Context: an optimization exercise on an open-source flow, tuned for small area and a short achievable clock period. The choices shown serve that exercise and are no tape-out recipe.
No run shown here included a check of the RTL's function; only the layout flow was run.
Power figures rest on the tool's default switching activity, not on a simulated workload.

**flow/design.v**
```verilog
module arb_a21oi (input a1, a2, b1, output y);
    assign y = ~(a1 & a2 | b1);
endmodule
module arb_a22oi (input a1, a2, b1, b2, output y);
    assign y = ~(a1 & a2 | b1 & b2);
endmodule
module arb_a31o (input a1, a2, a3, b1, output y);
    assign y = a1 & a2 & a3 | b1;
endmodule
module arb_a32o (input a1, a2, a3, b1, b2, output y);
    assign y = a1 & a2 & a3 | b1 & b2;
endmodule
module arb_a41oi (input a1, a2, a3, a4, b1, output y);
    assign y = ~(a1 & a2 & a3 & a4 | b1);
endmodule
module arb_and2 (input a, b, output y);
    assign y = a & b;
endmodule
module arb_and2b (input an, b, output y);
    assign y = ~an & b;
endmodule
module arb_and3 (input a, b, c, output y);
    assign y = a & b & c;
endmodule
module arb_and3b (input an, b, c, output y);
    assign y = ~an & b & c;
endmodule
module arb_and4 (input a, b, c, d, output y);
    assign y = a & b & c & d;
endmodule
module arb_and4b (input an, b, c, d, output y);
    assign y = ~an & b & c & d;
endmodule
module arb_inv (input a, output y);
    assign y = ~a;
endmodule
module arb_nand2 (input a, b, output y);
    assign y = ~(a & b);
endmodule
module arb_nand2b (input an, b, output y);
    assign y = ~(~an & b);
endmodule
module arb_nand3 (input a, b, c, output y);
    assign y = ~(a & b & c);
endmodule
module arb_nand4 (input a, b, c, d, output y);
    assign y = ~(a & b & c & d);
endmodule
module arb_nand4b (input an, b, c, d, output y);
    assign y = ~(~an & b & c & d);
endmodule
module arb_nor2 (input a, b, output y);
    assign y = ~(a | b);
endmodule
module arb_nor2b (input a, bn, output y);
    assign y = ~a & bn;
endmodule
module arb_nor3 (input a, b, c, output y);
    assign y = ~(a | b | c);
endmodule
module arb_nor4 (input a, b, c, d, output y);
    assign y = ~(a | b | c | d);
endmodule
module arb_o21a (input a1, a2, b1, output y);
    assign y = (a1 | a2) & b1;
endmodule
module arb_o21ai (input a1, a2, b1, output y);
    assign y = ~((a1 | a2) & b1);
endmodule
module arbiter_rr #(
    parameter WIDTH = 64
)(
    input               clk,
    input               rst,
    input   [WIDTH-1:0] req,
    output  [WIDTH-1:0] grant
);
    reg  [5:0] nk;
    wire [5:0] nkn;
    wire a0;
    wire a1;
    wire a2;
    wire a3;
    wire a4;
    wire a5;
    wire a6;
    wire a7;
    wire anyr;
    wire cw1_a;
    wire cw1_b;
    wire cw2_a;
    wire cw2_b;
    wire cw3_a;
    wire cw3_b;
    wire cw4_a;
    wire cw4_b;
    wire cw5_a;
    wire cw5_b;
    wire cw6_a;
    wire cw6_b;
    wire cw7_a;
    wire cw7_b;
    wire eq0;
    wire eq1;
    wire eq2;
    wire eq3;
    wire eq4;
    wire eq5;
    wire eq6;
    wire eq7;
    wire eqm0;
    wire eqm1;
    wire eqm2;
    wire eqm3;
    wire eqm4;
    wire eqm5;
    wire eqm6;
    wire eqm7;
    wire gt2;
    wire gt3;
    wire gt5;
    wire gt6;
    wire gt7;
    wire gth1;
    wire gth2;
    wire gth3;
    wire gth4;
    wire gth5;
    wire gth6;
    wire gth7;
    wire h12;
    wire h34;
    wire h56;
    wire hap;
    wire haph;
    wire kc2;
    wire kr0;
    wire kr1;
    wire kr2;
    wire le1;
    wire le2;
    wire le3;
    wire le5;
    wire le6;
    wire le7;
    wire m12;
    wire m34;
    wire m56;
    wire na03;
    wire na47;
    wire nag1;
    wire nag2;
    wire nag3;
    wire nag4;
    wire nag5;
    wire nag6;
    wire nag7;
    wire nanyg;
    wire nanygh;
    wire nhap;
    wire npa1;
    wire npa2;
    wire npa3;
    wire npa4;
    wire npa5;
    wire npa6;
    wire npa7;
    wire npg3;
    wire npg4;
    wire npg5;
    wire npg6;
    wire npg7;
    wire nq0;
    wire nq1;
    wire nq2;
    wire nq3;
    wire nrw1;
    wire nrw2;
    wire nrw3;
    wire nrw4;
    wire nrw5;
    wire nrw6;
    wire nrw7;
    wire ntl1;
    wire ntl2;
    wire ntl3;
    wire ntl5;
    wire ntl6;
    wire ntl7;
    wire nwc0;
    wire nwc1;
    wire nwc2;
    wire nwr0;
    wire nwr1;
    wire nwr2;
    wire nz0;
    wire nz1;
    wire nz2;
    wire nz3;
    wire nz4;
    wire nz5;
    wire nz6;
    wire nz7;
    wire pa4;
    wire pa46;
    wire px1_0;
    wire px1_1;
    wire px1_2;
    wire px1_3;
    wire px2_0;
    wire px2_1;
    wire px2_2;
    wire px2_3;
    wire px3_0;
    wire px3_1;
    wire px3_2;
    wire px3_3;
    wire px4_0;
    wire px4_1;
    wire px4_2;
    wire px4_3;
    wire px5_0;
    wire px5_1;
    wire px5_2;
    wire px5_3;
    wire px6_0;
    wire px6_1;
    wire px6_2;
    wire px6_3;
    wire px7_0;
    wire px7_1;
    wire px7_2;
    wire px7_3;
    wire r0_n23;
    wire r0_n45;
    wire r0_n67;
    wire r0_nl1;
    wire r0_nl2;
    wire r0_nl3;
    wire r0_nl4;
    wire r0_nl5;
    wire r0_nl6;
    wire r0_nl7;
    wire r0_o4;
    wire r1_n23;
    wire r1_n45;
    wire r1_n67;
    wire r1_nl1;
    wire r1_nl2;
    wire r1_nl3;
    wire r1_nl4;
    wire r1_nl5;
    wire r1_nl6;
    wire r1_nl7;
    wire r1_o4;
    wire r2_n23;
    wire r2_n45;
    wire r2_n67;
    wire r2_nl1;
    wire r2_nl2;
    wire r2_nl3;
    wire r2_nl4;
    wire r2_nl5;
    wire r2_nl6;
    wire r2_nl7;
    wire r2_o4;
    wire r3_n23;
    wire r3_n45;
    wire r3_n67;
    wire r3_nl1;
    wire r3_nl2;
    wire r3_nl3;
    wire r3_nl4;
    wire r3_nl5;
    wire r3_nl6;
    wire r3_nl7;
    wire r3_o4;
    wire r4_n23;
    wire r4_n45;
    wire r4_n67;
    wire r4_nl1;
    wire r4_nl2;
    wire r4_nl3;
    wire r4_nl4;
    wire r4_nl5;
    wire r4_nl6;
    wire r4_nl7;
    wire r4_o4;
    wire r5_n23;
    wire r5_n45;
    wire r5_n67;
    wire r5_nl1;
    wire r5_nl2;
    wire r5_nl3;
    wire r5_nl4;
    wire r5_nl5;
    wire r5_nl6;
    wire r5_nl7;
    wire r5_o4;
    wire r6_n23;
    wire r6_n45;
    wire r6_n67;
    wire r6_nl1;
    wire r6_nl2;
    wire r6_nl3;
    wire r6_nl4;
    wire r6_nl5;
    wire r6_nl6;
    wire r6_nl7;
    wire r6_o4;
    wire r7_n23;
    wire r7_n45;
    wire r7_n67;
    wire r7_nl1;
    wire r7_nl2;
    wire r7_nl3;
    wire r7_nl4;
    wire r7_nl5;
    wire r7_nl6;
    wire r7_nl7;
    wire r7_o4;
    wire rh1;
    wire rh2;
    wire rh3;
    wire rh4;
    wire rh5;
    wire rh6;
    wire rh7;
    wire s12;
    wire s123;
    wire s1234;
    wire s34;
    wire s45;
    wire s456;
    wire s567;
    wire sp1;
    wire sp2;
    wire sp3;
    wire sp4;
    wire sp5;
    wire sp6;
    wire sp7;
    wire t23;
    wire t45;
    wire wc0_a;
    wire wc0_b;
    wire wc1_a;
    wire wc1_b;
    wire wc2_a;
    wire wc2_b;
    arb_inv u1 (.a(nk[3]), .y(kr0));
    arb_inv u2 (.a(nk[4]), .y(kr1));
    arb_inv u3 (.a(nk[5]), .y(kr2));
    arb_inv u4 (.a(nk[2]), .y(kc2));
    arb_nand2 u5 (.a(nk[4]), .b(nk[3]), .y(nq0));
    arb_nand2 u6 (.a(nk[4]), .b(kr0), .y(nq1));
    arb_nand2 u7 (.a(kr1), .b(nk[3]), .y(nq2));
    arb_nand2 u8 (.a(kr1), .b(kr0), .y(nq3));
    arb_nor2 u9 (.a(nq0), .b(kr2), .y(eq0));
    arb_nor2 u10 (.a(nq0), .b(kr2), .y(eqm0));
    arb_nor2 u11 (.a(nq1), .b(kr2), .y(eq1));
    arb_nor2 u12 (.a(nq1), .b(kr2), .y(eqm1));
    arb_nor2 u13 (.a(nq2), .b(kr2), .y(eq2));
    arb_nor2 u14 (.a(nq2), .b(kr2), .y(eqm2));
    arb_nor2 u15 (.a(nq3), .b(kr2), .y(eq3));
    arb_nor2 u16 (.a(nq3), .b(kr2), .y(eqm3));
    arb_nor2 u17 (.a(nq0), .b(nk[5]), .y(eq4));
    arb_nor2 u18 (.a(nq0), .b(nk[5]), .y(eqm4));
    arb_nor2 u19 (.a(nq1), .b(nk[5]), .y(eq5));
    arb_nor2 u20 (.a(nq1), .b(nk[5]), .y(eqm5));
    arb_nor2 u21 (.a(nq2), .b(nk[5]), .y(eq6));
    arb_nor2 u22 (.a(nq2), .b(nk[5]), .y(eqm6));
    arb_nor2 u23 (.a(nq3), .b(nk[5]), .y(eq7));
    arb_nor2 u24 (.a(nq3), .b(nk[5]), .y(eqm7));
    arb_nor2 u25 (.a(kr2), .b(kr1), .y(gt2));
    arb_a21oi u26 (.a1(kr1), .a2(kr0), .b1(kr2), .y(gt3));
    arb_o21ai u27 (.a1(kr1), .a2(kr0), .b1(kr2), .y(gt5));
    arb_nand2 u28 (.a(kr2), .b(kr1), .y(gt6));
    arb_nand3 u29 (.a(kr2), .b(kr1), .c(kr0), .y(gt7));
    arb_nand3 u30 (.a(nk[5]), .b(nk[4]), .c(nk[3]), .y(le1));
    arb_nand2 u31 (.a(nk[5]), .b(nk[4]), .y(le2));
    arb_o21ai u32 (.a1(nk[4]), .a2(nk[3]), .b1(nk[5]), .y(le3));
    arb_a21oi u33 (.a1(nk[4]), .a2(nk[3]), .b1(nk[5]), .y(le5));
    arb_nor2 u34 (.a(nk[5]), .b(nk[4]), .y(le6));
    arb_nor3 u35 (.a(nk[5]), .b(nk[4]), .c(nk[3]), .y(le7));
    arb_nand3 u36 (.a(nk[2]), .b(nk[1]), .c(nk[0]), .y(ntl1));
    arb_nand2 u37 (.a(nk[2]), .b(nk[1]), .y(ntl2));
    arb_o21ai u38 (.a1(nk[1]), .a2(nk[0]), .b1(nk[2]), .y(ntl3));
    arb_a21oi u39 (.a1(nk[1]), .a2(nk[0]), .b1(nk[2]), .y(ntl5));
    arb_nor2 u40 (.a(nk[2]), .b(nk[1]), .y(ntl6));
    arb_nor3 u41 (.a(nk[2]), .b(nk[1]), .c(nk[0]), .y(ntl7));
    arb_inv u42 (.a(req[0]), .y(r0_nl1));
    arb_nor2 u43 (.a(req[0]), .b(req[1]), .y(r0_nl2));
    arb_nor3 u44 (.a(req[0]), .b(req[1]), .c(req[2]), .y(r0_nl3));
    arb_nor2 u45 (.a(req[2]), .b(req[3]), .y(r0_n23));
    arb_nand2 u46 (.a(r0_nl2), .b(r0_n23), .y(r0_o4));
    arb_inv u47 (.a(r0_o4), .y(r0_nl4));
    arb_nor2 u48 (.a(r0_o4), .b(req[4]), .y(r0_nl5));
    arb_nor3 u49 (.a(r0_o4), .b(req[4]), .c(req[5]), .y(r0_nl6));
    arb_nor4 u50 (.a(r0_o4), .b(req[4]), .c(req[5]), .d(req[6]), .y(r0_nl7));
    arb_nor2 u51 (.a(req[4]), .b(req[5]), .y(r0_n45));
    arb_nor2 u52 (.a(req[6]), .b(req[7]), .y(r0_n67));
    arb_nand4 u53 (.a(r0_nl2), .b(r0_n23), .c(r0_n45), .d(r0_n67), .y(a0));
    arb_inv u54 (.a(req[8]), .y(r1_nl1));
    arb_nor2 u55 (.a(req[8]), .b(req[9]), .y(r1_nl2));
    arb_nor3 u56 (.a(req[8]), .b(req[9]), .c(req[10]), .y(r1_nl3));
    arb_nor2 u57 (.a(req[10]), .b(req[11]), .y(r1_n23));
    arb_nand2 u58 (.a(r1_nl2), .b(r1_n23), .y(r1_o4));
    arb_inv u59 (.a(r1_o4), .y(r1_nl4));
    arb_nor2 u60 (.a(r1_o4), .b(req[12]), .y(r1_nl5));
    arb_nor3 u61 (.a(r1_o4), .b(req[12]), .c(req[13]), .y(r1_nl6));
    arb_nor4 u62 (.a(r1_o4), .b(req[12]), .c(req[13]), .d(req[14]), .y(r1_nl7));
    arb_nor2 u63 (.a(req[12]), .b(req[13]), .y(r1_n45));
    arb_nor2 u64 (.a(req[14]), .b(req[15]), .y(r1_n67));
    arb_nand4 u65 (.a(r1_nl2), .b(r1_n23), .c(r1_n45), .d(r1_n67), .y(a1));
    arb_inv u66 (.a(req[16]), .y(r2_nl1));
    arb_nor2 u67 (.a(req[16]), .b(req[17]), .y(r2_nl2));
    arb_nor3 u68 (.a(req[16]), .b(req[17]), .c(req[18]), .y(r2_nl3));
    arb_nor2 u69 (.a(req[18]), .b(req[19]), .y(r2_n23));
    arb_nand2 u70 (.a(r2_nl2), .b(r2_n23), .y(r2_o4));
    arb_inv u71 (.a(r2_o4), .y(r2_nl4));
    arb_nor2 u72 (.a(r2_o4), .b(req[20]), .y(r2_nl5));
    arb_nor3 u73 (.a(r2_o4), .b(req[20]), .c(req[21]), .y(r2_nl6));
    arb_nor4 u74 (.a(r2_o4), .b(req[20]), .c(req[21]), .d(req[22]), .y(r2_nl7));
    arb_nor2 u75 (.a(req[20]), .b(req[21]), .y(r2_n45));
    arb_nor2 u76 (.a(req[22]), .b(req[23]), .y(r2_n67));
    arb_nand4 u77 (.a(r2_nl2), .b(r2_n23), .c(r2_n45), .d(r2_n67), .y(a2));
    arb_inv u78 (.a(req[24]), .y(r3_nl1));
    arb_nor2 u79 (.a(req[24]), .b(req[25]), .y(r3_nl2));
    arb_nor3 u80 (.a(req[24]), .b(req[25]), .c(req[26]), .y(r3_nl3));
    arb_nor2 u81 (.a(req[26]), .b(req[27]), .y(r3_n23));
    arb_nand2 u82 (.a(r3_nl2), .b(r3_n23), .y(r3_o4));
    arb_inv u83 (.a(r3_o4), .y(r3_nl4));
    arb_nor2 u84 (.a(r3_o4), .b(req[28]), .y(r3_nl5));
    arb_nor3 u85 (.a(r3_o4), .b(req[28]), .c(req[29]), .y(r3_nl6));
    arb_nor4 u86 (.a(r3_o4), .b(req[28]), .c(req[29]), .d(req[30]), .y(r3_nl7));
    arb_nor2 u87 (.a(req[28]), .b(req[29]), .y(r3_n45));
    arb_nor2 u88 (.a(req[30]), .b(req[31]), .y(r3_n67));
    arb_nand4 u89 (.a(r3_nl2), .b(r3_n23), .c(r3_n45), .d(r3_n67), .y(a3));
    arb_inv u90 (.a(req[32]), .y(r4_nl1));
    arb_nor2 u91 (.a(req[32]), .b(req[33]), .y(r4_nl2));
    arb_nor3 u92 (.a(req[32]), .b(req[33]), .c(req[34]), .y(r4_nl3));
    arb_nor2 u93 (.a(req[34]), .b(req[35]), .y(r4_n23));
    arb_nand2 u94 (.a(r4_nl2), .b(r4_n23), .y(r4_o4));
    arb_inv u95 (.a(r4_o4), .y(r4_nl4));
    arb_nor2 u96 (.a(r4_o4), .b(req[36]), .y(r4_nl5));
    arb_nor3 u97 (.a(r4_o4), .b(req[36]), .c(req[37]), .y(r4_nl6));
    arb_nor4 u98 (.a(r4_o4), .b(req[36]), .c(req[37]), .d(req[38]), .y(r4_nl7));
    arb_nor2 u99 (.a(req[36]), .b(req[37]), .y(r4_n45));
    arb_nor2 u100 (.a(req[38]), .b(req[39]), .y(r4_n67));
    arb_nand4 u101 (.a(r4_nl2), .b(r4_n23), .c(r4_n45), .d(r4_n67), .y(a4));
    arb_inv u102 (.a(req[40]), .y(r5_nl1));
    arb_nor2 u103 (.a(req[40]), .b(req[41]), .y(r5_nl2));
    arb_nor3 u104 (.a(req[40]), .b(req[41]), .c(req[42]), .y(r5_nl3));
    arb_nor2 u105 (.a(req[42]), .b(req[43]), .y(r5_n23));
    arb_nand2 u106 (.a(r5_nl2), .b(r5_n23), .y(r5_o4));
    arb_inv u107 (.a(r5_o4), .y(r5_nl4));
    arb_nor2 u108 (.a(r5_o4), .b(req[44]), .y(r5_nl5));
    arb_nor3 u109 (.a(r5_o4), .b(req[44]), .c(req[45]), .y(r5_nl6));
    arb_nor4 u110 (.a(r5_o4), .b(req[44]), .c(req[45]), .d(req[46]), .y(r5_nl7));
    arb_nor2 u111 (.a(req[44]), .b(req[45]), .y(r5_n45));
    arb_nor2 u112 (.a(req[46]), .b(req[47]), .y(r5_n67));
    arb_nand4 u113 (.a(r5_nl2), .b(r5_n23), .c(r5_n45), .d(r5_n67), .y(a5));
    arb_inv u114 (.a(req[48]), .y(r6_nl1));
    arb_nor2 u115 (.a(req[48]), .b(req[49]), .y(r6_nl2));
    arb_nor3 u116 (.a(req[48]), .b(req[49]), .c(req[50]), .y(r6_nl3));
    arb_nor2 u117 (.a(req[50]), .b(req[51]), .y(r6_n23));
    arb_nand2 u118 (.a(r6_nl2), .b(r6_n23), .y(r6_o4));
    arb_inv u119 (.a(r6_o4), .y(r6_nl4));
    arb_nor2 u120 (.a(r6_o4), .b(req[52]), .y(r6_nl5));
    arb_nor3 u121 (.a(r6_o4), .b(req[52]), .c(req[53]), .y(r6_nl6));
    arb_nor4 u122 (.a(r6_o4), .b(req[52]), .c(req[53]), .d(req[54]), .y(r6_nl7));
    arb_nor2 u123 (.a(req[52]), .b(req[53]), .y(r6_n45));
    arb_nor2 u124 (.a(req[54]), .b(req[55]), .y(r6_n67));
    arb_nand4 u125 (.a(r6_nl2), .b(r6_n23), .c(r6_n45), .d(r6_n67), .y(a6));
    arb_inv u126 (.a(req[56]), .y(r7_nl1));
    arb_nor2 u127 (.a(req[56]), .b(req[57]), .y(r7_nl2));
    arb_nor3 u128 (.a(req[56]), .b(req[57]), .c(req[58]), .y(r7_nl3));
    arb_nor2 u129 (.a(req[58]), .b(req[59]), .y(r7_n23));
    arb_nand2 u130 (.a(r7_nl2), .b(r7_n23), .y(r7_o4));
    arb_inv u131 (.a(r7_o4), .y(r7_nl4));
    arb_nor2 u132 (.a(r7_o4), .b(req[60]), .y(r7_nl5));
    arb_nor3 u133 (.a(r7_o4), .b(req[60]), .c(req[61]), .y(r7_nl6));
    arb_nor4 u134 (.a(r7_o4), .b(req[60]), .c(req[61]), .d(req[62]), .y(r7_nl7));
    arb_nor2 u135 (.a(req[60]), .b(req[61]), .y(r7_n45));
    arb_nor2 u136 (.a(req[62]), .b(req[63]), .y(r7_n67));
    arb_nand4 u137 (.a(r7_nl2), .b(r7_n23), .c(r7_n45), .d(r7_n67), .y(a7));
    arb_a22oi u138 (.a1(eqm0), .a2(req[1]), .b1(eqm1), .b2(req[9]), .y(px1_0));
    arb_a22oi u139 (.a1(eqm2), .a2(req[17]), .b1(eqm3), .b2(req[25]), .y(px1_1));
    arb_a22oi u140 (.a1(eqm4), .a2(req[33]), .b1(eqm5), .b2(req[41]), .y(px1_2));
    arb_a22oi u141 (.a1(eqm6), .a2(req[49]), .b1(eqm7), .b2(req[57]), .y(px1_3));
    arb_a41oi u142 (.a1(px1_0), .a2(px1_1), .a3(px1_2), .a4(px1_3), .b1(ntl1), .y(rh1));
    arb_a22oi u143 (.a1(eqm0), .a2(req[2]), .b1(eqm1), .b2(req[10]), .y(px2_0));
    arb_a22oi u144 (.a1(eqm2), .a2(req[18]), .b1(eqm3), .b2(req[26]), .y(px2_1));
    arb_a22oi u145 (.a1(eqm4), .a2(req[34]), .b1(eqm5), .b2(req[42]), .y(px2_2));
    arb_a22oi u146 (.a1(eqm6), .a2(req[50]), .b1(eqm7), .b2(req[58]), .y(px2_3));
    arb_a41oi u147 (.a1(px2_0), .a2(px2_1), .a3(px2_2), .a4(px2_3), .b1(ntl2), .y(rh2));
    arb_a22oi u148 (.a1(eqm0), .a2(req[3]), .b1(eqm1), .b2(req[11]), .y(px3_0));
    arb_a22oi u149 (.a1(eqm2), .a2(req[19]), .b1(eqm3), .b2(req[27]), .y(px3_1));
    arb_a22oi u150 (.a1(eqm4), .a2(req[35]), .b1(eqm5), .b2(req[43]), .y(px3_2));
    arb_a22oi u151 (.a1(eqm6), .a2(req[51]), .b1(eqm7), .b2(req[59]), .y(px3_3));
    arb_a41oi u152 (.a1(px3_0), .a2(px3_1), .a3(px3_2), .a4(px3_3), .b1(ntl3), .y(rh3));
    arb_a22oi u153 (.a1(eqm0), .a2(req[4]), .b1(eqm1), .b2(req[12]), .y(px4_0));
    arb_a22oi u154 (.a1(eqm2), .a2(req[20]), .b1(eqm3), .b2(req[28]), .y(px4_1));
    arb_a22oi u155 (.a1(eqm4), .a2(req[36]), .b1(eqm5), .b2(req[44]), .y(px4_2));
    arb_a22oi u156 (.a1(eqm6), .a2(req[52]), .b1(eqm7), .b2(req[60]), .y(px4_3));
    arb_a41oi u157 (.a1(px4_0), .a2(px4_1), .a3(px4_2), .a4(px4_3), .b1(kc2), .y(rh4));
    arb_a22oi u158 (.a1(eqm0), .a2(req[5]), .b1(eqm1), .b2(req[13]), .y(px5_0));
    arb_a22oi u159 (.a1(eqm2), .a2(req[21]), .b1(eqm3), .b2(req[29]), .y(px5_1));
    arb_a22oi u160 (.a1(eqm4), .a2(req[37]), .b1(eqm5), .b2(req[45]), .y(px5_2));
    arb_a22oi u161 (.a1(eqm6), .a2(req[53]), .b1(eqm7), .b2(req[61]), .y(px5_3));
    arb_a41oi u162 (.a1(px5_0), .a2(px5_1), .a3(px5_2), .a4(px5_3), .b1(ntl5), .y(rh5));
    arb_a22oi u163 (.a1(eqm0), .a2(req[6]), .b1(eqm1), .b2(req[14]), .y(px6_0));
    arb_a22oi u164 (.a1(eqm2), .a2(req[22]), .b1(eqm3), .b2(req[30]), .y(px6_1));
    arb_a22oi u165 (.a1(eqm4), .a2(req[38]), .b1(eqm5), .b2(req[46]), .y(px6_2));
    arb_a22oi u166 (.a1(eqm6), .a2(req[54]), .b1(eqm7), .b2(req[62]), .y(px6_3));
    arb_a41oi u167 (.a1(px6_0), .a2(px6_1), .a3(px6_2), .a4(px6_3), .b1(ntl6), .y(rh6));
    arb_a22oi u168 (.a1(eqm0), .a2(req[7]), .b1(eqm1), .b2(req[15]), .y(px7_0));
    arb_a22oi u169 (.a1(eqm2), .a2(req[23]), .b1(eqm3), .b2(req[31]), .y(px7_1));
    arb_a22oi u170 (.a1(eqm4), .a2(req[39]), .b1(eqm5), .b2(req[47]), .y(px7_2));
    arb_a22oi u171 (.a1(eqm6), .a2(req[55]), .b1(eqm7), .b2(req[63]), .y(px7_3));
    arb_a41oi u172 (.a1(px7_0), .a2(px7_1), .a3(px7_2), .a4(px7_3), .b1(ntl7), .y(rh7));
    arb_a41oi u173 (.a1(px1_0), .a2(px1_1), .a3(px1_2), .a4(px1_3), .b1(ntl1), .y(sp1));
    arb_nor2 u174 (.a(rh1), .b(rh2), .y(m12));
    arb_nor2 u175 (.a(rh3), .b(rh4), .y(m34));
    arb_nor2 u176 (.a(rh5), .b(rh6), .y(m56));
    arb_and2b u177 (.an(rh1), .b(rh2), .y(sp2));
    arb_and2 u178 (.a(rh3), .b(m12), .y(sp3));
    arb_and3b u179 (.an(rh3), .b(rh4), .c(m12), .y(sp4));
    arb_and3 u180 (.a(rh5), .b(m12), .c(m34), .y(sp5));
    arb_and4b u181 (.an(rh5), .b(rh6), .c(m12), .d(m34), .y(sp6));
    arb_and4 u182 (.a(rh7), .b(m12), .c(m34), .d(m56), .y(sp7));
    arb_nand4b u183 (.an(rh7), .b(m12), .c(m34), .d(m56), .y(hap));
    arb_nor2 u184 (.a(rh1), .b(rh2), .y(h12));
    arb_nor2 u185 (.a(rh3), .b(rh4), .y(h34));
    arb_nor2 u186 (.a(rh5), .b(rh6), .y(h56));
    arb_and4b u187 (.an(rh7), .b(h12), .c(h34), .d(h56), .y(nhap));
    arb_nand2 u188 (.a(a1), .b(eq0), .y(nag1));
    arb_nand2 u189 (.a(a2), .b(gt2), .y(nag2));
    arb_nand2 u190 (.a(a3), .b(gt3), .y(nag3));
    arb_nand2 u191 (.a(a4), .b(nk[5]), .y(nag4));
    arb_nand2 u192 (.a(a5), .b(gt5), .y(nag5));
    arb_nand2 u193 (.a(a6), .b(gt6), .y(nag6));
    arb_nand2 u194 (.a(a7), .b(gt7), .y(nag7));
    arb_nand2 u195 (.a(nag1), .b(nag2), .y(s12));
    arb_nand3 u196 (.a(nag1), .b(nag2), .c(nag3), .y(s123));
    arb_nand2 u197 (.a(nag3), .b(nag4), .y(s34));
    arb_nand2 u198 (.a(nag4), .b(nag5), .y(s45));
    arb_nand3 u199 (.a(nag4), .b(nag5), .c(nag6), .y(s456));
    arb_nand4 u200 (.a(nag1), .b(nag2), .c(nag3), .d(nag4), .y(s1234));
    arb_nand3 u201 (.a(nag5), .b(nag6), .c(nag7), .y(s567));
    arb_inv u202 (.a(s12), .y(npg3));
    arb_inv u203 (.a(s123), .y(npg4));
    arb_nor2 u204 (.a(s12), .b(s34), .y(npg5));
    arb_nor2 u205 (.a(s123), .b(s45), .y(npg6));
    arb_nor2 u206 (.a(s123), .b(s456), .y(npg7));
    arb_nor2 u207 (.a(s1234), .b(s567), .y(nanyg));
    arb_inv u208 (.a(a0), .y(npa1));
    arb_nor2 u209 (.a(a0), .b(a1), .y(npa2));
    arb_nor3 u210 (.a(a0), .b(a1), .c(a2), .y(npa3));
    arb_nor2 u211 (.a(a2), .b(a3), .y(t23));
    arb_nand2 u212 (.a(npa2), .b(t23), .y(pa4));
    arb_inv u213 (.a(pa4), .y(npa4));
    arb_nor2 u214 (.a(pa4), .b(a4), .y(npa5));
    arb_nor2 u215 (.a(a4), .b(a5), .y(t45));
    arb_nor2b u216 (.a(pa4), .bn(t45), .y(npa6));
    arb_nand2b u217 (.an(a6), .b(t45), .y(pa46));
    arb_nor2 u218 (.a(pa4), .b(pa46), .y(npa7));
    arb_nand4b u219 (.an(rh7), .b(h12), .c(h34), .d(h56), .y(haph));
    arb_nor3 u220 (.a(s1234), .b(s567), .c(haph), .y(nanygh));
    arb_and2 u221 (.a(eq0), .b(nhap), .y(gth1));
    arb_and2 u222 (.a(gt2), .b(nhap), .y(gth2));
    arb_and2 u223 (.a(gt3), .b(nhap), .y(gth3));
    arb_and2 u224 (.a(nk[5]), .b(nhap), .y(gth4));
    arb_and2 u225 (.a(gt5), .b(nhap), .y(gth5));
    arb_and2 u226 (.a(gt6), .b(nhap), .y(gth6));
    arb_and2 u227 (.a(gt7), .b(nhap), .y(gth7));
    arb_and2 u228 (.a(nhap), .b(nanyg), .y(nz0));
    arb_a31o u229 (.a1(le1), .a2(nanygh), .a3(npa1), .b1(gth1), .y(nz1));
    arb_a32o u230 (.a1(le2), .a2(nanygh), .a3(npa2), .b1(gth2), .b2(nag1), .y(nz2));
    arb_a32o u231 (.a1(le3), .a2(nanygh), .a3(npa3), .b1(gth3), .b2(npg3), .y(nz3));
    arb_a32o u232 (.a1(kr2), .a2(nanygh), .a3(npa4), .b1(gth4), .b2(npg4), .y(nz4));
    arb_a32o u233 (.a1(le5), .a2(nanygh), .a3(npa5), .b1(gth5), .b2(npg5), .y(nz5));
    arb_a32o u234 (.a1(le6), .a2(nanygh), .a3(npa6), .b1(gth6), .b2(npg6), .y(nz6));
    arb_a32o u235 (.a1(le7), .a2(nanygh), .a3(npa7), .b1(gth7), .b2(npg7), .y(nz7));
    arb_and2 u236 (.a(req[0]), .b(nz0), .y(grant[0]));
    arb_a32o u237 (.a1(req[1]), .a2(r0_nl1), .a3(nz0), .b1(eq0), .b2(sp1), .y(grant[1]));
    arb_a32o u238 (.a1(req[2]), .a2(r0_nl2), .a3(nz0), .b1(eq0), .b2(sp2), .y(grant[2]));
    arb_a32o u239 (.a1(req[3]), .a2(r0_nl3), .a3(nz0), .b1(eq0), .b2(sp3), .y(grant[3]));
    arb_a32o u240 (.a1(req[4]), .a2(r0_nl4), .a3(nz0), .b1(eq0), .b2(sp4), .y(grant[4]));
    arb_a32o u241 (.a1(req[5]), .a2(r0_nl5), .a3(nz0), .b1(eq0), .b2(sp5), .y(grant[5]));
    arb_a32o u242 (.a1(req[6]), .a2(r0_nl6), .a3(nz0), .b1(eq0), .b2(sp6), .y(grant[6]));
    arb_a32o u243 (.a1(req[7]), .a2(r0_nl7), .a3(nz0), .b1(eq0), .b2(sp7), .y(grant[7]));
    arb_and2 u244 (.a(req[8]), .b(nz1), .y(grant[8]));
    arb_a32o u245 (.a1(req[9]), .a2(r1_nl1), .a3(nz1), .b1(eq1), .b2(sp1), .y(grant[9]));
    arb_a32o u246 (.a1(req[10]), .a2(r1_nl2), .a3(nz1), .b1(eq1), .b2(sp2), .y(grant[10]));
    arb_a32o u247 (.a1(req[11]), .a2(r1_nl3), .a3(nz1), .b1(eq1), .b2(sp3), .y(grant[11]));
    arb_a32o u248 (.a1(req[12]), .a2(r1_nl4), .a3(nz1), .b1(eq1), .b2(sp4), .y(grant[12]));
    arb_a32o u249 (.a1(req[13]), .a2(r1_nl5), .a3(nz1), .b1(eq1), .b2(sp5), .y(grant[13]));
    arb_a32o u250 (.a1(req[14]), .a2(r1_nl6), .a3(nz1), .b1(eq1), .b2(sp6), .y(grant[14]));
    arb_a32o u251 (.a1(req[15]), .a2(r1_nl7), .a3(nz1), .b1(eq1), .b2(sp7), .y(grant[15]));
    arb_and2 u252 (.a(req[16]), .b(nz2), .y(grant[16]));
    arb_a32o u253 (.a1(req[17]), .a2(r2_nl1), .a3(nz2), .b1(eq2), .b2(sp1), .y(grant[17]));
    arb_a32o u254 (.a1(req[18]), .a2(r2_nl2), .a3(nz2), .b1(eq2), .b2(sp2), .y(grant[18]));
    arb_a32o u255 (.a1(req[19]), .a2(r2_nl3), .a3(nz2), .b1(eq2), .b2(sp3), .y(grant[19]));
    arb_a32o u256 (.a1(req[20]), .a2(r2_nl4), .a3(nz2), .b1(eq2), .b2(sp4), .y(grant[20]));
    arb_a32o u257 (.a1(req[21]), .a2(r2_nl5), .a3(nz2), .b1(eq2), .b2(sp5), .y(grant[21]));
    arb_a32o u258 (.a1(req[22]), .a2(r2_nl6), .a3(nz2), .b1(eq2), .b2(sp6), .y(grant[22]));
    arb_a32o u259 (.a1(req[23]), .a2(r2_nl7), .a3(nz2), .b1(eq2), .b2(sp7), .y(grant[23]));
    arb_and2 u260 (.a(req[24]), .b(nz3), .y(grant[24]));
    arb_a32o u261 (.a1(req[25]), .a2(r3_nl1), .a3(nz3), .b1(eq3), .b2(sp1), .y(grant[25]));
    arb_a32o u262 (.a1(req[26]), .a2(r3_nl2), .a3(nz3), .b1(eq3), .b2(sp2), .y(grant[26]));
    arb_a32o u263 (.a1(req[27]), .a2(r3_nl3), .a3(nz3), .b1(eq3), .b2(sp3), .y(grant[27]));
    arb_a32o u264 (.a1(req[28]), .a2(r3_nl4), .a3(nz3), .b1(eq3), .b2(sp4), .y(grant[28]));
    arb_a32o u265 (.a1(req[29]), .a2(r3_nl5), .a3(nz3), .b1(eq3), .b2(sp5), .y(grant[29]));
    arb_a32o u266 (.a1(req[30]), .a2(r3_nl6), .a3(nz3), .b1(eq3), .b2(sp6), .y(grant[30]));
    arb_a32o u267 (.a1(req[31]), .a2(r3_nl7), .a3(nz3), .b1(eq3), .b2(sp7), .y(grant[31]));
    arb_and2 u268 (.a(req[32]), .b(nz4), .y(grant[32]));
    arb_a32o u269 (.a1(req[33]), .a2(r4_nl1), .a3(nz4), .b1(eq4), .b2(sp1), .y(grant[33]));
    arb_a32o u270 (.a1(req[34]), .a2(r4_nl2), .a3(nz4), .b1(eq4), .b2(sp2), .y(grant[34]));
    arb_a32o u271 (.a1(req[35]), .a2(r4_nl3), .a3(nz4), .b1(eq4), .b2(sp3), .y(grant[35]));
    arb_a32o u272 (.a1(req[36]), .a2(r4_nl4), .a3(nz4), .b1(eq4), .b2(sp4), .y(grant[36]));
    arb_a32o u273 (.a1(req[37]), .a2(r4_nl5), .a3(nz4), .b1(eq4), .b2(sp5), .y(grant[37]));
    arb_a32o u274 (.a1(req[38]), .a2(r4_nl6), .a3(nz4), .b1(eq4), .b2(sp6), .y(grant[38]));
    arb_a32o u275 (.a1(req[39]), .a2(r4_nl7), .a3(nz4), .b1(eq4), .b2(sp7), .y(grant[39]));
    arb_and2 u276 (.a(req[40]), .b(nz5), .y(grant[40]));
    arb_a32o u277 (.a1(req[41]), .a2(r5_nl1), .a3(nz5), .b1(eq5), .b2(sp1), .y(grant[41]));
    arb_a32o u278 (.a1(req[42]), .a2(r5_nl2), .a3(nz5), .b1(eq5), .b2(sp2), .y(grant[42]));
    arb_a32o u279 (.a1(req[43]), .a2(r5_nl3), .a3(nz5), .b1(eq5), .b2(sp3), .y(grant[43]));
    arb_a32o u280 (.a1(req[44]), .a2(r5_nl4), .a3(nz5), .b1(eq5), .b2(sp4), .y(grant[44]));
    arb_a32o u281 (.a1(req[45]), .a2(r5_nl5), .a3(nz5), .b1(eq5), .b2(sp5), .y(grant[45]));
    arb_a32o u282 (.a1(req[46]), .a2(r5_nl6), .a3(nz5), .b1(eq5), .b2(sp6), .y(grant[46]));
    arb_a32o u283 (.a1(req[47]), .a2(r5_nl7), .a3(nz5), .b1(eq5), .b2(sp7), .y(grant[47]));
    arb_and2 u284 (.a(req[48]), .b(nz6), .y(grant[48]));
    arb_a32o u285 (.a1(req[49]), .a2(r6_nl1), .a3(nz6), .b1(eq6), .b2(sp1), .y(grant[49]));
    arb_a32o u286 (.a1(req[50]), .a2(r6_nl2), .a3(nz6), .b1(eq6), .b2(sp2), .y(grant[50]));
    arb_a32o u287 (.a1(req[51]), .a2(r6_nl3), .a3(nz6), .b1(eq6), .b2(sp3), .y(grant[51]));
    arb_a32o u288 (.a1(req[52]), .a2(r6_nl4), .a3(nz6), .b1(eq6), .b2(sp4), .y(grant[52]));
    arb_a32o u289 (.a1(req[53]), .a2(r6_nl5), .a3(nz6), .b1(eq6), .b2(sp5), .y(grant[53]));
    arb_a32o u290 (.a1(req[54]), .a2(r6_nl6), .a3(nz6), .b1(eq6), .b2(sp6), .y(grant[54]));
    arb_a32o u291 (.a1(req[55]), .a2(r6_nl7), .a3(nz6), .b1(eq6), .b2(sp7), .y(grant[55]));
    arb_and2 u292 (.a(req[56]), .b(nz7), .y(grant[56]));
    arb_a32o u293 (.a1(req[57]), .a2(r7_nl1), .a3(nz7), .b1(eq7), .b2(sp1), .y(grant[57]));
    arb_a32o u294 (.a1(req[58]), .a2(r7_nl2), .a3(nz7), .b1(eq7), .b2(sp2), .y(grant[58]));
    arb_a32o u295 (.a1(req[59]), .a2(r7_nl3), .a3(nz7), .b1(eq7), .b2(sp3), .y(grant[59]));
    arb_a32o u296 (.a1(req[60]), .a2(r7_nl4), .a3(nz7), .b1(eq7), .b2(sp4), .y(grant[60]));
    arb_a32o u297 (.a1(req[61]), .a2(r7_nl5), .a3(nz7), .b1(eq7), .b2(sp5), .y(grant[61]));
    arb_a32o u298 (.a1(req[62]), .a2(r7_nl6), .a3(nz7), .b1(eq7), .b2(sp6), .y(grant[62]));
    arb_a32o u299 (.a1(req[63]), .a2(r7_nl7), .a3(nz7), .b1(eq7), .b2(sp7), .y(grant[63]));
    arb_a22oi u300 (.a1(a1), .a2(nz1), .b1(eq1), .b2(hap), .y(nrw1));
    arb_a22oi u301 (.a1(a2), .a2(nz2), .b1(eq2), .b2(hap), .y(nrw2));
    arb_a22oi u302 (.a1(a3), .a2(nz3), .b1(eq3), .b2(hap), .y(nrw3));
    arb_a22oi u303 (.a1(a4), .a2(nz4), .b1(eq4), .b2(hap), .y(nrw4));
    arb_a22oi u304 (.a1(a5), .a2(nz5), .b1(eq5), .b2(hap), .y(nrw5));
    arb_a22oi u305 (.a1(a6), .a2(nz6), .b1(eq6), .b2(hap), .y(nrw6));
    arb_a22oi u306 (.a1(a7), .a2(nz7), .b1(eq7), .b2(hap), .y(nrw7));
    arb_and4 u307 (.a(nrw1), .b(nrw3), .c(nrw5), .d(nrw7), .y(nwr0));
    arb_and4 u308 (.a(nrw2), .b(nrw3), .c(nrw6), .d(nrw7), .y(nwr1));
    arb_and4 u309 (.a(nrw4), .b(nrw5), .c(nrw6), .d(nrw7), .y(nwr2));
    arb_nor4 u310 (.a(grant[1]), .b(grant[9]), .c(grant[17]), .d(grant[25]), .y(cw1_a));
    arb_nor4 u311 (.a(grant[33]), .b(grant[41]), .c(grant[49]), .d(grant[57]), .y(cw1_b));
    arb_nor4 u312 (.a(grant[2]), .b(grant[10]), .c(grant[18]), .d(grant[26]), .y(cw2_a));
    arb_nor4 u313 (.a(grant[34]), .b(grant[42]), .c(grant[50]), .d(grant[58]), .y(cw2_b));
    arb_nor4 u314 (.a(grant[3]), .b(grant[11]), .c(grant[19]), .d(grant[27]), .y(cw3_a));
    arb_nor4 u315 (.a(grant[35]), .b(grant[43]), .c(grant[51]), .d(grant[59]), .y(cw3_b));
    arb_nor4 u316 (.a(grant[4]), .b(grant[12]), .c(grant[20]), .d(grant[28]), .y(cw4_a));
    arb_nor4 u317 (.a(grant[36]), .b(grant[44]), .c(grant[52]), .d(grant[60]), .y(cw4_b));
    arb_nor4 u318 (.a(grant[5]), .b(grant[13]), .c(grant[21]), .d(grant[29]), .y(cw5_a));
    arb_nor4 u319 (.a(grant[37]), .b(grant[45]), .c(grant[53]), .d(grant[61]), .y(cw5_b));
    arb_nor4 u320 (.a(grant[6]), .b(grant[14]), .c(grant[22]), .d(grant[30]), .y(cw6_a));
    arb_nor4 u321 (.a(grant[38]), .b(grant[46]), .c(grant[54]), .d(grant[62]), .y(cw6_b));
    arb_nor4 u322 (.a(grant[7]), .b(grant[15]), .c(grant[23]), .d(grant[31]), .y(cw7_a));
    arb_nor4 u323 (.a(grant[39]), .b(grant[47]), .c(grant[55]), .d(grant[63]), .y(cw7_b));
    arb_nand4 u324 (.a(cw1_a), .b(cw1_b), .c(cw3_a), .d(cw3_b), .y(wc0_a));
    arb_nand4 u325 (.a(cw5_a), .b(cw5_b), .c(cw7_a), .d(cw7_b), .y(wc0_b));
    arb_nor2 u326 (.a(wc0_a), .b(wc0_b), .y(nwc0));
    arb_nand4 u327 (.a(cw2_a), .b(cw2_b), .c(cw3_a), .d(cw3_b), .y(wc1_a));
    arb_nand4 u328 (.a(cw6_a), .b(cw6_b), .c(cw7_a), .d(cw7_b), .y(wc1_b));
    arb_nor2 u329 (.a(wc1_a), .b(wc1_b), .y(nwc1));
    arb_nand4 u330 (.a(cw4_a), .b(cw4_b), .c(cw5_a), .d(cw5_b), .y(wc2_a));
    arb_nand4 u331 (.a(cw6_a), .b(cw6_b), .c(cw7_a), .d(cw7_b), .y(wc2_b));
    arb_nor2 u332 (.a(wc2_a), .b(wc2_b), .y(nwc2));
    arb_nor4 u333 (.a(a0), .b(a1), .c(a2), .d(a3), .y(na03));
    arb_nor4 u334 (.a(a4), .b(a5), .c(a6), .d(a7), .y(na47));
    arb_nand2 u335 (.a(na03), .b(na47), .y(anyr));
    arb_o21a u336 (.a1(anyr), .a2(nk[0]), .b1(nwc0), .y(nkn[0]));
    arb_o21a u337 (.a1(anyr), .a2(nk[3]), .b1(nwr0), .y(nkn[3]));
    arb_o21a u338 (.a1(anyr), .a2(nk[1]), .b1(nwc1), .y(nkn[1]));
    arb_o21a u339 (.a1(anyr), .a2(nk[4]), .b1(nwr1), .y(nkn[4]));
    arb_o21a u340 (.a1(anyr), .a2(nk[2]), .b1(nwc2), .y(nkn[2]));
    arb_o21a u341 (.a1(anyr), .a2(nk[5]), .b1(nwr2), .y(nkn[5]));
    always @(posedge clk or negedge rst) begin
        if (!rst)
            nk <= 6'd0;
        else
            nk <= nkn;
    end
endmodule
```
**flow/flow/run.sh**
```bash
#!/bin/bash
# The standard layout, with three changes: the port buffers are the
# smallest buffer (buf_1) instead of the default; after floorplan every
# logic cell is set to its smallest drive strength (flow/downsize.tcl);
# after placement the cells on the critical paths are sized up again
# (flow/size.tcl).
set -euo pipefail
here=$(pwd)
export BUFFER_PORTS_ARGS="-buffer_cell sky130_fd_sc_hd__buf_1"
export POST_FLOORPLAN_TCL="$here/flow/downsize.tcl"
export POST_RESIZE_TCL="$here/flow/size.tcl"
bash standard.sh > "$here/flow_standard.log" 2>&1
```
**flow/flow/downsize.tcl**
```tcl
# Hook run after floorplan: set every logic cell to its smallest drive
# strength where that is smaller. Synthesis maps each gate on its own and
# picks stronger cells than the loads need; flow/size.tcl then upsizes
# the cells that timing needs, once the cells are placed.
set db [ord::get_db]
set n 0
foreach inst [[ord::get_db_block] getInsts] {
  set master [$inst getMaster]
  set name [$master getName]
  if {[regexp {^(sky130_fd_sc_hd__[a-z0-9]+)_([0-9]+)$} $name -> base size] && $size > 1} {
    set small [$db findMaster ${base}_1]
    if {$small ne "NULL"
        && [$small getWidth] * [$small getHeight] < [$master getWidth] * [$master getHeight]} {
      $inst swapMaster $small
      incr n
    }
  }
}
puts "downsize: $n cells set to drive strength 1"
```
**flow/flow/size.tcl**
```tcl
# Hook run after placement and its design repair: give the drivers of the
# high-fanout nets on the request-to-grant paths a stronger cell.
set ::db [ord::get_db]
set ::block [ord::get_db_block]
proc size_driver {net_name size} {
  set net [$::block findNet $net_name]
  if {$net eq "NULL"} { puts "size: no net $net_name"; return }
  foreach iterm [$net getITerms] {
    if {[$iterm isOutputSignal]} {
      set inst [$iterm getInst]
      set name [[$inst getMaster] getName]
      regexp {^(sky130_fd_sc_hd__[a-z0-9]+)_[0-9]+$} $name -> base
      set big [$::db findMaster ${base}_$size]
      if {$big ne "NULL"} {
        $inst swapMaster $big
        puts "size: $net_name driver [$inst getName] $name -> ${base}_$size"
      }
    }
  }
}
size_driver nz0 4
foreach g {1 2 3 4 5 6 7} { size_driver nz$g 2 }
foreach g {0 1 2 3 4 5 6 7} { size_driver a$g 2 }
size_driver nhap 4
size_driver nanygh 2
size_driver sp1 2
foreach n {h12 h34 h56} { size_driver $n 2 }
foreach n {sp2 sp3 sp4 sp5 sp6 sp7} { size_driver $n 4 }
foreach n {m12 m34 m56} { size_driver $n 2 }
foreach g {0 1 2 3 4 5 6 7} { size_driver eqm$g 2 }
foreach n {kr0 kr1 kr2} { size_driver $n 4 }
# the flip-flops of the pointer row bits drive the row decode
foreach inst [$::block getInsts] {
  if {[regexp {^nk\\?\[[345]\\?\]\$_DFF} [$inst getName]]} {
    set name [[$inst getMaster] getName]
    regexp {^(sky130_fd_sc_hd__[a-z0-9]+)_[0-9]+$} $name -> base
    $inst swapMaster [$::db findMaster ${base}_4]
    puts "size: [$inst getName] $name -> ${base}_4"
  }
}
```
**flow/standard.sh**
```bash
#!/bin/bash
# synth_recipe.tcl (not shown) runs the flow's synth.tcl, then flattens the netlist and writes it again
# the make line also repeats each setting of config.mk as NAME=value (left out here)
make -C /OpenROAD-flow-scripts/flow DESIGN_CONFIG=/design/flow/config.mk WORK_HOME=/design/flow/orfs CLKGATE_MAP_FILE= SYNTH_SCRIPT=/design/flow/synth_recipe.tcl "${@:-finish}"
```
**flow/config.mk**
```make
export PLATFORM = sky130hd
export DESIGN_NAME = arbiter_rr
export DESIGN_NICKNAME = arbiter_rr
export VERILOG_FILES = /design/flow/design.v
export SDC_FILE = /design/flow/constraint.sdc
export NUM_CORES = 4
export LEC_CHECK = 0
export CAP_MARGIN = 20
export CORE_MARGIN = 2
export CORE_UTILIZATION = 40
export CTS_BUF_LIST = sky130_fd_sc_hd__clkbuf_2
export SETUP_SLACK_MARGIN = 0.3
export SLEW_MARGIN = 20
export SYNTH_HIERARCHICAL = 1
export SYNTH_MINIMUM_KEEP_SIZE = 0
```
**flow/constraint.sdc**
```tcl
create_clock -name core_clock -period 6.5 [get_ports {clk}]
set_input_delay 1.3000 -clock core_clock [delete_from_list [all_inputs] [get_ports {clk}]]
set_output_delay 1.3000 -clock core_clock [all_outputs]
set_load 0.01 [all_outputs]
```
==> results of run 1 <==
power by group:
part	internal (mW)	switching (mW)
clock	0.0163	0.0137
sequential	0.0673	0.0585
combinational	0.364	0.657
Yosys stat by module (local to each module, per instance), excerpt:
module      flops+latches  times used  cells inside
arb_a22oi               0          35             1
arb_a31o                0           1             1
arb_a41oi               0           8             1
arb_and2                0          17             1
arb_and3                0           1             1
arb_and3b               0           1             1
arb_and4b               0           2             1
arb_nand2               0          27             1
arb_nand3               0           6             1
arb_nand4               0          15             1
arb_nand4b              0           2             1
arb_nor2                0          77             1
arb_nor2b               0           1             1
arb_nor4                0          24             1
arb_o21a                0           6             1
arbiter_rr              6           1             6
per-layer routing:
metal / part of all wire (%) / global-route usage (%) / wire [um]
met4: 5.1 / 14.69 / 564
met3: 10 / 1.706 / 1126
met5: 0 / 0 / 0
met2: 46 / 43.86 / 5092
met1: 39 / 35.95 / 4259
cell type report:
| class | instances | area, um^2 |
|---|---|---|
| inverter | 24 | 97.59 |
| sequential | 6 | 161.4 |
| multi-input combinational | 317 | 2151 |
| timing repair buffer | 129 | 484.2 |
| clock buffer | 4 | 20.02 |
| tap | 80 | 100.1 |
| fill | 742 | 3742 |
cells by family after synthesis:
group           Yosys count  synth area share [%]
simple gates            199                 44.91
compound gates          118                 46.40
buf+inv                  24                 3.257
flops                     6                 5.427
placed cells by master, fill, tap and decap left out, drive strengths merged, types with 6 or more instances in the layout:
master / n
a22oi: 35
a32o: 62
a41oi: 8
and2: 17
buf: 129
dfrtp: 6
inv: 24
nand2: 27
nand3: 6
nand4: 15
nor2: 77
nor3: 20
nor4: 24
o21a: 6
stage by stage:
stage,std cells,worst slack (ns)
finish,560,1.503
CTS,560,1.608
detailed placement,556,1.629
global route,560,1.431
floorplan,347,2.243
global placement,556,1.430
worst reg2reg max path: cells and delay by family, from the launching register on:
kind	cells	cell delay (ns)
flip-flops	1	0.55
buffers and inverters	1	0.12
AND/OR/NAND/NOR	8	1.91
AO/OA/AOI/OAI	5	1.47
how the worst max path moves through the flow:
stage / from / to / cells after the start
after floorplan: req[9] / grant[17] / 7
after global placement: req[25] / grant[22] / 9
after detailed placement: req[33] / grant[22] / 9
after CTS: req[33] / grant[22] / 9
after global routing: req[49] / grant[22] / 9
final: req[33] / grant[53] / 9
==> flow_summary.ini, run 1 <==
[setup_path]
cp_top_family = compound AO/OA/AOI/OAI gates
critical_path_class = in2out
crit_path_cell_trace = buf_1 > a22oi_1 > a41oi_1 > nor2_2 > nand4b_1 > nor3_2 > a32o_2 > a32o_1 > buf_1
path_buf_inv = 2
crit_fanout = 9
crit_path_start_kind = input port
end_kind = output pin
r2r_cells = 14
max_stage_delay_ns = 0.44
reg2reg_from = nk[4]
critical_path.slowest_cell = a32o_2
critPathArrivalTime_ns = 3.70
cp_common_cell = buf_1
cp.required_ns = 5.20
r2r-end = nk[0]
regToRegSetupSlack_ns = 2.39

[synth]
ys.flop_type = dfrtp_1
synth_area_um2 = 2766
yosysMostFrequentCell = nor2_1
synth_top_area_share_pct = 22.43
syn_avg_cell_area_um2 = 7.972
synth_top_area_cell = a32o_1
synth_edf_count = 0
ys_seq_elements = 6
syn_nets = 413
async_reset_ff_share_pct = 100.0
synth_cell_types = 23
syn_inst = 347
synth_commonest_cells = nor2_1 (77), a32o_1 (62), a22oi_2 (35)
synthTopCellsByArea = a32o_1 (22%), a22oi_2 (16%), nor4_2 (11%), nor2_1 (10%), nor3_2 (7.2%)
ys_seq_area_share_pct = 5.427
yosysWarnings = 7

[global_routing]
grt_pass1_vias = 3470
antenna_found_initial = 0
grt_pass1_wl_um = 16440
grt.overflow.total = 0
grt_util_all_layers_pct = 27.13
grt_max_degree = 19

[sta]
fmax_mhz = 200.1
rsz0062_at_grt = no
clock-skew-final_ns = 0.009777
setup_viol = 0
whs_ns = 0.6377
fin_crit_sh_pct = 76.88
slew_violations = 0
tns_ns = 0
finalHoldViolCount = 0
relSlewSlack_pct = 50.45
period_minus_slack_ns = 4.997
tightest_slew_ns = 0.7405

[power]
power.total_mw = 1.177
vdd_drop_max_mv = 0.3733
p_leak_nw = 1.065
power.density_nw_per_um2 = 390.5

[clock_network]
cts_tree = done
numCtsBuffers = 3
cts_hold_buf = 0
clock_sinks = 6
insertion_delay_ns = 0.22
root_buffer = clkbuf_2
cts_max_level = 1
cts.reportedPaths.clkPinSlew_ns = 0.06
post_cts_resized = 0
cts_max_path_buffers = 2
cts_setup_buffers = 0

[run_status]
status = no timing/DRC/antenna violations

[hold_path]
min_to = nk[0]
holdPathStages = 1
hp-start = nk[0]
hold_class = reg2reg

[detailed_routing]
num_vias = 3802
ant_nets = 0
drc = 0
wirelength_um = 11040
wl_per_cell_um = 19.72
viasPerCell = 6.789
drtIter0Drc = 434
dr.pass1.iters = 5

[flow_run]
maxCapViolCount = 0

[layout]
nNetsFinal = 547
largest_reg_flops = 6
design_area_um2 = 3014
largestRegisters = nk x6
num_antenna_cells = 0
drive_gt1_share_pct = 10.21
utilization_pct = 44.61
top_register = nk
area_growth_pct = 8.955

[floorplan]
die_y_um = 87.16
io_pins = 130
core_area_um2 = 6756
rows = 30
die_x_um = 87.16
start_util_pct = 40.94
die_area_um2 = 7597

[place]
hpwl_um = 8971
gp_congestion = 0.9268
portBuffers = 129
place_area_um2 = 2994
==> run 2: changes to the inputs <==
--- a/flow/config.mk
+++ b/flow/config.mk
@@ -9,3 +9,3 @@
 export CORE_MARGIN = 2
-export CORE_UTILIZATION = 40
+export CORE_UTILIZATION = 50
 export CTS_BUF_LIST = sky130_fd_sc_hd__clkbuf_2
==> run 2 against run 1 <==
Compared with the run above: count of clock-buffer cells in the layout stayed put; clock skew is 0.0020 ns higher; combinational power hardly changed; sequential power hardly changed; clock power is 3% lower; global-route usage is 6.7 points higher; via count is 0.76% lower; hold slack better by 0.010 ns; largest cell class unchanged.
==> flow_summary.ini, run 2 <==
[layout]
largestRegisters = nk x6
top_register = nk
utilization_pct = 55.23
final_cell_mix = buf_1 (129), nor2_1 (63), a32o_1 (56), a22oi_1 (35), nand2_1 (27)
num_antenna_cells = 0
final_common_cell = buf_1
nNetsFinal = 547
largest_reg_flops = 6
design_area_um2 = 3004
area_growth_pct = 8.593
drive_gt1_share_pct = 10.21

[sta]
relSlewSlack_pct = 46.11
setup_viol = 0
whs_ns = 0.6478
fin_crit_sh_pct = 76.55
fmax_mhz = 201.0
tightest_slew_ns = 0.8010
clock-skew-final_ns = 0.01176
period_minus_slack_ns = 4.975
finalHoldViolCount = 0
rsz0062_at_grt = no
slew_violations = 0
tns_ns = 0

[power]
power.total_mw = 1.180
vdd_drop_max_mv = 0.3390
power.density_nw_per_um2 = 392.9
p_leak_nw = 1.065

[setup_path]
r2r_cells = 14
crit_fanout = 9
path_buf_inv = 2
critical_path.slowest_cell = nor3_2
end_kind = output pin
max_stage_delay_ns = 0.41
critPathArrivalTime_ns = 3.68
cp.required_ns = 5.20
crit_path_cell_trace = buf_1 > a22oi_1 > a41oi_1 > nor2_2 > nand4b_1 > nor3_2 > a32o_2 > a32o_1 > buf_1
crit_path_start_kind = input port
critical_path_cell_count = 9
cp_top_family = compound AO/OA/AOI/OAI gates
cp_common_cell = buf_1
critical_path_class = in2out

[detailed_routing]
dr.pass1.iters = 5
wirelength_um = 10890
drtIter0Drc = 365
drc = 0
wl_per_cell_um = 19.73
ant_nets = 0
num_vias = 3773
viasPerCell = 6.835

[synth]
synth_cell_types = 23
async_reset_ff_share_pct = 100.0
synthTopCellsByArea = a32o_1 (22%), a22oi_2 (16%), nor4_2 (11%), nor2_1 (10%), nor3_2 (7.2%)
syn_inst = 347
synth_area_um2 = 2766
syn_avg_cell_area_um2 = 7.972
ys_seq_area_share_pct = 5.427
ys_seq_elements = 6
yosysWarnings = 7
ys.flop_type = dfrtp_1
synth_commonest_cells = nor2_1 (77), a32o_1 (62), a22oi_2 (35)
synth_edf_count = 0
synth_top_area_share_pct = 22.43
syn_nets = 413
synth_top_area_cell = a32o_1
yosysMostFrequentCell = nor2_1

[global_routing]
antenna_found_initial = 1
grt_pass1_wl_um = 16950
grt_util_all_layers_pct = 33.87
grt.overflow.total = 0
grt_pass1_vias = 3478
grt_max_degree = 19

[place]
gp_congestion = 1.068
portBuffers = 129
place_area_um2 = 2984
hpwl_um = 9027

[clock_network]
numCtsBuffers = 3
cts_hold_buf = 0
cts_max_level = 1
post_cts_resized = 0
root_buffer = clkbuf_2
cts_max_path_buffers = 2
cts.reportedPaths.clkPinSlew_ns = 0.05
insertion_delay_ns = 0.22
clock_sinks = 6
cts_setup_buffers = 0
cts_tree = done

[flow_run]
maxCapViolCount = 0

[hold_path]
holdPathStages = 1
hold_class = reg2reg

[floorplan]
die_area_um2 = 6143
rows = 27
start_util_pct = 50.86
die_y_um = 78.38
core_area_um2 = 5439
io_pins = 130
die_x_um = 78.38

[run_status]
status = no timing/DRC/antenna violations
run 2: cell counts after synthesis:
Identical to the previous run, type by type.
run 2: Yosys stat by module, one instance, submodules excluded, excerpt:
module / times used / cells inside
arb_nor2: 77 / 1
arb_a41oi: 8 / 1
arb_and2b: 1 / 1
arb_a21oi: 3 / 1
arb_a32o: 62 / 1
arb_and4: 4 / 1
arb_nand2: 27 / 1
arb_a31o: 1 / 1
arb_a22oi: 35 / 1
arb_nand4: 15 / 1
arb_inv: 24 / 1
arbiter_rr: 1 / 6
arb_and3b: 1 / 1
run 2: cell type report:
class / instances / area [um^2]
inverter: 24 / 97.59
fill: 610 / 2435
tap: 72 / 90.09
sequential: 6 / 161.4
timing repair buffer: 129 / 484.2
multi-input combinational: 317 / 2151
clock buffer: 4 / 20.02
run 2: metal layers:
layer	global-route usage [%]	vias to the layer above	routed length, um
li1	-	1719	-
met1	45.18	1745	4569
met2	56.81	280	4914
met3	4.253	29	1146
met4	10.53	0	259
met5	0	-	0
run 2: worst register-to-register path, stage by stage, from the launching register on:
cell and delay, ns:
dfrtp_4 0.54, inv_4 0.10, nand2_1 0.16, nor2_2 0.29
a22oi_1 0.20, a41oi_1 0.51, nor2_2 0.09, and4b_4 0.26
and2_1 0.14, a31o_2 0.29, a32o_1 0.31, nor4_1 0.69
nand4_1 0.24, nor2_1 0.15, o21a_1 0.13
run 2: worst paths after layout:
path / from / slack (ns) / to
max in group asynchronous: rst / 5.30 / nk[3]
max reg2reg: nk[4] / 2.34 / nk[2]
min in group asynchronous: rst / 0.94 / nk[5]
min: nk[0] / 0.65 / nk[0]
min reg2reg: nk[0] / 0.65 / nk[0]
max: req[49] / 1.52 / grant[59]
run 2: cell families (layout without fill, tap and decap cells):
| group | Yosys count | in the layout | share of synthesized area [%] |
|---|---|---|---|
| AOI/OAI and AO/OA | 118 | 118 | 46.40 |
| buffers and inverters | 24 | 157 | 3.257 |
| DFF | 6 | 6 | 5.427 |
| and+or+nand+nor | 199 | 199 | 44.91 |
run 2: stage by stage:
stage / worst slack (ns) / cells
floorplan: 2.243 / 347
global placement: 1.325 / 548
detailed placement: 1.596 / 548
CTS: 1.581 / 552
global route: 1.361 / 552
finish: 1.525 / 552
run 2: where the power goes:
| group | switching, mW | internal, mW | total, mW |
|---|---|---|---|
| sequential | 0.0569 | 0.0673 | 0.124 |
| clock | 0.0128 | 0.0163 | 0.0291 |
| combinational | 0.662 | 0.365 | 1.03 |
==> run 3: changes to the inputs <==
--- a/flow/flow/size.tcl
+++ b/flow/flow/size.tcl
@@ -21,6 +21,7 @@
 size_driver nz0 4
-foreach g {1 2 3 4 5 6 7} { size_driver nz$g 2 }
+foreach g {1 2 3 4 5 6 7} { size_driver nz$g 4 }
 foreach g {0 1 2 3 4 5 6 7} { size_driver a$g 2 }
 size_driver nhap 4
-size_driver nanygh 2
+size_driver nanygh 4
+size_driver haph 2
 size_driver sp1 2
--- a/flow/config.mk
+++ b/flow/config.mk
@@ -9,3 +9,3 @@
 export CORE_MARGIN = 2
-export CORE_UTILIZATION = 50
+export CORE_UTILIZATION = 40
 export CTS_BUF_LIST = sky130_fd_sc_hd__clkbuf_2
==> run 3 against run 2 <==
Compared with the run above: power up 2.5%; still clean on timing, DRC and antenna; worst setup slack improved by 0.021 ns; non-clock buffer count unchanged; clock power increased by 2%; routed wire length increased by 1.8%; global-route usage decreased by 6.2 points; critical endpoint is now grant[28]; clock skew fell by 0.00067 ns; critical path depth unchanged; via count grew 1.1%.
==> flow_summary.ini, run 3 <==
[global_routing]
grt_util_all_layers_pct = 27.65
antenna_found_initial = 0
grt_max_degree = 19
grt_pass1_wl_um = 16870
grt_pass1_vias = 3510
grt.overflow.total = 0

[setup_path]
crit_path_cell_trace = buf_1 > a22oi_1 > a41oi_1 > nor2_2 > nand4b_2 > nor3_4 > a32o_4 > a32o_1 > buf_1
cp_common_cell = buf_1
critical_path_class = in2out
end_kind = output pin
critPathArrivalTime_ns = 3.65
crit_path_start_kind = input port
crit_fanout = 9
cp.required_ns = 5.20
max_stage_delay_ns = 0.40
critical_path.slowest_cell = nor3_4
r2r_cells = 14

[synth]
synth_simple_gate_area_share_pct = 44.91
syn_inst = 347
muxShareOfSynthArea_pct = 0
synth_area_um2 = 2766
synth_compound_area_share_pct = 46.40
ys_seq_area_share_pct = 5.427
syn_nets = 413
synthXorXnorAreaFrac_pct = 0
ys.flop_type = dfrtp_1
synth_commonest_cells = nor2_1 (77), a32o_1 (62), a22oi_2 (35)
yosysMostFrequentCell = nor2_1
synth_cell_types = 23
yosysWarnings = 7
syn_avg_cell_area_um2 = 7.972
async_reset_ff_share_pct = 100.0
synth_top_area_cell = a32o_1
synthTopCellsByArea = a32o_1 (22%), a22oi_2 (16%), nor4_2 (11%), nor2_1 (10%), nor3_2 (7.2%)
yosys.area_share.adder_pct = 0
synth_edf_count = 0
ys_seq_elements = 6
synth_top_family_by_area = compound AO/OA/AOI/OAI gates
synth_top_area_share_pct = 22.43

[layout]
top_register = nk
num_antenna_cells = 0
largestRegisters = nk x6
final_cell_mix = buf_1 (129), nor2_1 (63), a32o_1 (56), a22oi_1 (35), nand2_1 (27)
final_common_cell = buf_1
n_fill_cell = 730
area_growth_pct = 11.90
largest_reg_flops = 6
drive_gt1_share_pct = 10.42
nNetsFinal = 547
utilization_pct = 45.81

[detailed_routing]
num_vias = 3816
wirelength_um = 11090
dr.pass1.iters = 6
wl_per_cell_um = 19.80
drc = 0
drtIter0Drc = 575
viasPerCell = 6.814
ant_nets = 0

[clock_network]
cts_setup_buffers = 0
clock_sinks = 6
numCtsBuffers = 3
cts_max_path_buffers = 2
cts.reportedPaths.clkPinSlew_ns = 0.05
root_buffer = clkbuf_2
cts_tree = done
insertion_delay_ns = 0.22
cts_hold_buf = 0
cts_max_level = 1
post_cts_resized = 0

[place]
hpwl_um = 9029
gp_congestion = 0.9268
portBuffers = 129

[hold_path]
hold_class = reg2reg
holdPathStages = 1

[floorplan]
die_x_um = 87.16
core_area_um2 = 6756
die_y_um = 87.16
die_area_um2 = 7597
io_pins = 130
rows = 30
start_util_pct = 40.94

[sta]
period_minus_slack_ns = 4.955
finalHoldViolCount = 0
setup_viol = 0
tightest_slew_ns = 0.7426
tns_ns = 0
clock-skew-final_ns = 0.01109
slew_violations = 0
fmax_mhz = 201.8
fin_crit_sh_pct = 76.23
rsz0062_at_grt = no
whs_ns = 0.6397
relSlewSlack_pct = 50.31

[power]
power.density_nw_per_um2 = 390.7
p_leak_nw = 1.067
vdd_drop_max_mv = 0.3898

[run_status]
status = no timing/DRC/antenna violations

[flow_run]
maxCapViolCount = 0
-- run 3: cell types whose count changed in the layout (fill, tap and decap cells not counted) --
| cell | before | now |
|---|---|---|
| nor3_4 | 0 | 1 |
| a31o_4 | 0 | 1 |
| a32o_2 | 6 | 0 |
| a31o_2 | 1 | 0 |
| nand4b_2 | 0 | 1 |
| a32o_4 | 0 | 6 |
| nor3_2 | 1 | 0 |
| nand4b_1 | 2 | 1 |
-- run 3: worst paths after layout --
| check | start | endpoint | slack, ns |
|---|---|---|---|
| max in group asynchronous | rst | nk[4] | 5.29 |
| worst max register to register | nk[4] | nk[0] | 2.44 |
| worst min-delay path | nk[0] | nk[0] | 0.64 |
| worst min register to register | nk[0] | nk[0] | 0.64 |
| worst max-delay path | req[33] | grant[28] | 1.55 |
| min in group asynchronous | rst | nk[3] | 0.94 |
-- run 3: worst max-delay path, delay by kind of cell --
family,cells,cell delay (ns)
and+or+nand+nor,3,0.77
buffers and inverters,2,0.28
AOI/OAI and AO/OA,4,1.29
-- run 3: metal layers --
metal	track usage, %	part of all wire, %	up-vias	routed length, um
met4	14.13	5.0	0	550
met1	36.37	39	1767	4354
met2	45.39	46	284	5144
met3	1.801	9.4	51	1041
met5	0	0	-	0
li1	-	-	1714	-
-- run 3: Yosys stat by module (local to each module, per instance), a selection --
| module | copies in the design | cell area [um^2] |
|---|---|---|
| arb_a32o | 62 | 10.01 |
| arb_nor2b | 1 | 13.76 |
| arb_nand4 | 15 | 6.256 |
| arb_and3b | 1 | 8.758 |
| arb_a21oi | 3 | 8.758 |
| arb_inv | 24 | 3.754 |
-- run 3: cell type report --
| class | count | area [um^2] | area share, % |
|---|---|---|---|
| clock buffer | 4 | 20.02 | 0.6467 |
| tap | 80 | 100.1 | 3.234 |
| inverter | 24 | 97.59 | 3.153 |
| sequential | 6 | 161.4 | 5.214 |
| timing repair buffer | 129 | 484.2 | 15.64 |
| multi-input combinational | 317 | 2232 | 72.11 |
-- run 3: logic make-up (layout without fill, tap and decap cells) --
group	after synthesis	after routing
and+or+nand+nor	199	199
DFF	6	6
AOI/OAI and AO/OA	118	118
buffers and inverters	24	157
-- run 3: stage by stage --
step                power (mW)  setup slack [ns]  std cells  instance area (um^2)
detailed placement       1.138             1.621        556                  3075
finish                   1.209             1.545        560                  3095
floorplan               0.8458             2.243        347                  2766
global route             1.282             1.436        560                  3095
CTS                      1.173             1.598        560                  3095
global placement         1.004             1.430        556                  2839
-- run 3: power by group --
| group | internal [mW] | leakage, nW | switching (mW) |
|---|---|---|---|
| Clock | 0.0163 | 0.0166 | 0.0133 |
| Combinational | 0.375 | 0.988 | 0.679 |
| Sequential | 0.0673 | 0.0629 | 0.0587 |
| Total | 0.459 | 1.07 | 0.751 |

static timing again, ports no longer ideal:
How much do the figures lean on ideal ports? The routed layouts below were timed once more, with nothing changed but the port constraints.
Step 1 sets driving cells, clkbuf_16 on the clock port and buf_2 on the other inputs (assumed; they add their load-dependent delay and slew).
Step 2 adds t to the input delays and takes it off the output delays; t is the mean of the earliest and latest rising clock arrival at the registers after step 1. Input paths then give back, and output paths get back, about the clock's delay inside the block.
Slacks: no drivers / after step 1 / after step 2; pairs: no drivers / after step 1.
run | t (ns) | setup slack, ns | worst hold slack (ns) | worst setup path after step 2 | latest minus earliest clock arrival (ns)
run 1 | 0.236 | 1.503 / 1.477 / 1.477 | 0.638 / 0.638 / 0.638 | input to output | 0.010 / 0.010
run 2 | 0.229 | 1.525 / 1.504 / 1.504 | 0.648 / 0.648 / 0.648 | input to output | 0.012 / 0.012
run 3 | 0.233 | 1.545 / 1.516 / 1.516 | 0.640 / 0.640 / 0.640 | input to output | 0.011 / 0.011
After both steps setup and hold are still met in every run listed. The setup slack of run 3, which loses most, moves by -0.029 ns with the drivers and by -0.029 ns with both steps.
